This design comes from an exercise in tuning for small area on the open sky130 flow, not from production work.
The RTL was checked by simulation tests, not by an equivalence proof against the original design.
Power is estimated from default activity; no workload was simulated.

==> flow/design.v (excerpt) <==
module game_vga(
	clk,
	reset,
	board1,board2,
	p1_win,p2_win,draw,
	end_of_active_frame,
	end_of_frame,divcntr,
	vga_blank,
	vga_c_sync,
	vga_h_sync,
	vga_v_sync,
	vga_data_enable,
	vga_red,
	vga_green,
	vga_blue
);
Size: roughly 980 cells after synthesis, about 240 flip-flops, roughly 12000 um2 of cells after synthesis.
Settings: LEC_CHECK=0, CAP_MARGIN=0, CORE_MARGIN=2, CORE_UTILIZATION=70, CTS_BUF_LIST=sky130_fd_sc_hd__clkbuf_16, CTS_CLUSTER_DIAMETER=100, CTS_CLUSTER_SIZE=30, SLEW_MARGIN=0; clock period 10.0 ns.
run.sh (not shown) runs the stock make flow with config.mk's settings and CLKGATE_MAP_FILE= SYNTH_SCRIPT=/design/flow/synth_recipe.tcl, a recipe that flattens the netlist after the stock synthesis.
Next try:
==> flow/flow/run.sh (new file) <==
#!/bin/bash
# The standard layout (standard.sh) with these changes:
#  - synthesis is the standard flow's script, but ABC maps the logic with an
#    area-oriented script (flow/area.abc) instead of ORFS's speed script;
#    registers are mapped before ABC, so they are the standard ones;
#  - the buffers synthesis leaves are removed at floorplan, and global
#    placement is not timing-driven (the 10 ns clock has ample slack);
#  - every port still gets a buffer, but the smallest buffer cell;
#  - clock tree synthesis clusters up to 28 flip-flops per leaf buffer,
#    uses small buffers above the leaves, and adds no dummy loads.
# The make output goes to standard.log here; each ORFS step keeps its own
# full log under orfs/logs.
set -euo pipefail
W=$PWD
export AREA_ABC_SCRIPT=$W/flow/area.abc
export FLOW_SYNTH_TCL=$W/synth_recipe.tcl
export REMOVE_ABC_BUFFERS=1
export BUFFER_PORTS_ARGS="-buffer_cell sky130_fd_sc_hd__buf_1"
export CTS_ARGS="-sink_clustering_enable -repair_clock_nets -sink_clustering_size 28 -sink_clustering_max_diameter 95 -buf_list sky130_fd_sc_hd__clkbuf_16 -root_buf sky130_fd_sc_hd__clkbuf_4 -tree_buf sky130_fd_sc_hd__clkbuf_4 -sink_clustering_buffer sky130_fd_sc_hd__clkbuf_16 -dont_use_dummy_load"
sed "s#SYNTH_SCRIPT=[^ ]*#SYNTH_SCRIPT=$W/flow/synth_area.tcl#" standard.sh > std_area.sh
grep -q "SYNTH_SCRIPT=$W/flow/synth_area.tcl" std_area.sh
bash std_area.sh finish > standard.log 2>&1
==> flow/flow/area.abc (new file) <==
strash
&get -n
&deepsyn -J 50
&dch -f
&nf -R 1000
&put
topo
stime -c
==> flow/flow/synth_area.tcl (new file) <==
# The standard flow's synthesis script, with ABC's technology mapping run on an
# area-oriented script (flow/area.abc) in place of ORFS's speed script.
# Registers are mapped before ABC runs, so they are the same as the standard flow's.
proc abc {args} {
  set i [lsearch -exact $args -script]
  if { $i >= 0 } { lset args [expr {$i + 1}] $::env(AREA_ABC_SCRIPT) }
  yosys abc {*}$args
}
source $::env(FLOW_SYNTH_TCL)
==> flow/standard.sh (new file) <==
#!/bin/bash
# synth_recipe.tcl (not shown) runs the flow's synth.tcl, then flattens the netlist and writes it again
# the make line also repeats each setting of config.mk as NAME=value (left out here)
make -C /OpenROAD-flow-scripts/flow DESIGN_CONFIG=/design/flow/config.mk WORK_HOME=/design/flow/orfs CLKGATE_MAP_FILE= SYNTH_SCRIPT=/design/flow/synth_recipe.tcl "${@:-finish}"
- CTS_BUF_LIST: sky130_fd_sc_hd__clkbuf_16 -> unset
- CTS_CLUSTER_DIAMETER: 100 -> unset
- CTS_CLUSTER_SIZE: 30 -> unset
- GPL_TIMING_DRIVEN: unset -> 0
removed: flow/run.sh
Power shrinks by 11%.
Final area decreases by 10%.
Setup slack got worse by 0.29 ns.
Clock skew is higher by 0.059 ns.
Die area goes down by 9.9%.
Sequential share of layout area climbs by 6.3 points.
Maximum frequency falls by 5.0%.
Sequential power barely changes.
Next try:
==> flow/run.sh (new file) <==
#!/bin/bash
# synth_recipe.tcl (not shown) runs the flow's synth.tcl, then flattens the netlist and writes it again
# the make line also repeats each setting of config.mk as NAME=value (left out here)
make -C /OpenROAD-flow-scripts/flow DESIGN_CONFIG=/design/flow/config.mk WORK_HOME=/design/flow/orfs CLKGATE_MAP_FILE= SYNTH_SCRIPT=/design/flow/synth_recipe.tcl finish
- CTS_BUF_LIST: unset -> sky130_fd_sc_hd__clkbuf_16
- CTS_CLUSTER_DIAMETER: unset -> 100
- CTS_CLUSTER_SIZE: unset -> 22
- GPL_TIMING_DRIVEN: 0 -> unset
removed: flow/flow/run.sh
removed: flow/flow/area.abc
removed: flow/flow/synth_area.tcl
removed: flow/standard.sh
Setup slack gets better by 0.26 ns.
Core utilization goes up by 0.99 points.
Wire length goes up by 19%.
Global-route usage grows by 2.2 points.
Cell area grows by 12%.
Clock skew fell by 0.064 ns.
Flip-flop and latch count stays the same.
Clock-buffer cell count grows by 3.
Combinational power went up by 44%.
Next try:
==> flow/flow/run.sh (new file) <==
#!/bin/bash
# Standard layout, with two changes: the port buffers are the smallest
# buffer cell, and clock tree synthesis uses larger sink clusters and no
# dummy loads. Each tool's output goes to a log file in this folder.
set -euo pipefail
export BUFFER_PORTS_ARGS="-buffer_cell sky130_fd_sc_hd__buf_1"
export CTS_ARGS="-sink_clustering_enable -repair_clock_nets -sink_clustering_size ${CTS_SIZE:-20} -sink_clustering_max_diameter ${CTS_DIAM:-80} -buf_list sky130_fd_sc_hd__clkbuf_16 -dont_use_dummy_load"
bash standard.sh finish > standard.log 2>&1
==> flow/standard.sh (new file) <==
#!/bin/bash
# synth_recipe.tcl (not shown) runs the flow's synth.tcl, then flattens the netlist and writes it again
# the make line also repeats each setting of config.mk as NAME=value (left out here)
make -C /OpenROAD-flow-scripts/flow DESIGN_CONFIG=/design/flow/config.mk WORK_HOME=/design/flow/orfs CLKGATE_MAP_FILE= SYNTH_SCRIPT=/design/flow/synth_recipe.tcl "${@:-finish}"
- CTS_BUF_LIST: sky130_fd_sc_hd__clkbuf_16 -> unset
- CTS_CLUSTER_DIAMETER: 100 -> unset
- CTS_CLUSTER_SIZE: 22 -> unset
removed: flow/run.sh
Effect: Flip-flop and latch count does not change. Power is lower by 1.6%. Via count is lower by about 2.3%. Register-to-register slack gets worse by 0.17 ns. Worst setup slack gets worse by 0.17 ns. Critical path depth stays the same. Routed wire length is lower by 3.3%. First-iteration DRC count is lower by about 28%.
Next try:
--- a/flow/flow/run.sh
+++ b/flow/flow/run.sh
@@ -7 +7 @@
-export CTS_ARGS="-sink_clustering_enable -repair_clock_nets -sink_clustering_size ${CTS_SIZE:-20} -sink_clustering_max_diameter ${CTS_DIAM:-80} -buf_list sky130_fd_sc_hd__clkbuf_16 -dont_use_dummy_load"
+export CTS_ARGS="-sink_clustering_enable -repair_clock_nets -sink_clustering_size 30 -sink_clustering_max_diameter 100 -buf_list sky130_fd_sc_hd__clkbuf_16 -dont_use_dummy_load"
Effect: Die area is unchanged; register-to-register slack is about the same; utilization went down by 0.60 points; wire length is lower by 1.8%.
Next try:
==> flow/flow/run.sh (replaced) <==
#!/bin/bash
# The standard layout with these changes:
#  - synthesis maps logic with an area-oriented ABC script (flow/area.abc);
#  - every port still gets a buffer, but the smallest buffer cell;
#  - clock tree synthesis uses larger sink clusters and no dummy loads.
# The make output goes to standard.log here; each ORFS step keeps its own
# log under orfs/logs.
set -euo pipefail
W=$PWD
export AREA_ABC_SCRIPT=$W/flow/area.abc
export FLOW_SYNTH_TCL=$W/synth_recipe.tcl
export BUFFER_PORTS_ARGS="-buffer_cell sky130_fd_sc_hd__buf_1"
export CTS_ARGS="-sink_clustering_enable -repair_clock_nets -sink_clustering_size 26 -sink_clustering_max_diameter 90 -buf_list sky130_fd_sc_hd__clkbuf_16 -dont_use_dummy_load"
sed "s#SYNTH_SCRIPT=[^ ]*#SYNTH_SCRIPT=$W/flow/synth_area.tcl#" standard.sh > std_area.sh
grep -q "SYNTH_SCRIPT=$W/flow/synth_area.tcl" std_area.sh
bash std_area.sh finish > standard.log 2>&1
==> flow/flow/area.abc (new file) <==
strash
dch -f
amap -m
&get -n
&st
&dch -f
&nf -R 1000
&put
topo
stime -c
==> flow/flow/synth_area.tcl (new file) <==
# The standard flow's synthesis script, with ABC's technology mapping run on an
# area-oriented script (flow/area.abc) in place of ORFS's speed script.
# Registers are mapped before ABC runs, so they are the same as the standard flow's.
proc abc {args} {
  set i [lsearch -exact $args -script]
  if { $i >= 0 } { lset args [expr {$i + 1}] $::env(AREA_ABC_SCRIPT) }
  yosys abc {*}$args
}
source $::env(FLOW_SYNTH_TCL)
- CORE_UTILIZATION: 70 -> 60
Count of clock-buffer cells in the layout climbs by 1.
Via count shrinks by 8.0%.
Worst setup slack loses 0.25 ns.
Total power drops by 0.70%.
Cell count is lower by 2.1%.
Flip-flop and latch count stays the same.
Hold slack gets worse by 0.015 ns.
Wire length went down by 1.7%.
Die area increases by 6.9%.
First-iteration DRC count climbs by 1.6%.
Design area goes down by 4.9%.

port drivers added, routing unchanged:
In the flow no input, the clock included, has a driving cell. The finished layouts below were timed again as built, in two steps. Step 1 sets driving cells, clkbuf_16 on the clock port and buf_2 on the other inputs (assumed; they add their load-dependent delay and slew). Step 2 moves the port delays by t, midway between the first and last clock arrival at a register: inputs arrive t later, outputs are due t later. That takes back most of the time a late clock gives input paths. Slacks: ideal ports / drivers / drivers and shift; pairs: ideal ports / drivers.
run	t (ns)	setup slack, ns	worst setup path after step 2	worst slew at a driven data input, ns
the first run	0.534	4.416 / 4.416 / 4.416	register to register	0.04
the second run	0.636	4.122 / 4.122 / 4.122	register to register	0.04
the third run	0.531	4.386 / 4.386 / 4.386	register to register	0.04
the fourth run	0.516	4.220 / 4.220 / 4.220	register to register	0.07
the fifth run	0.510	4.207 / 4.207 / 4.207	register to register	0.07
the sixth run	0.502	3.961 / 3.961 / 3.961	register to register	0.03
After both steps setup and hold are still met in every run listed.
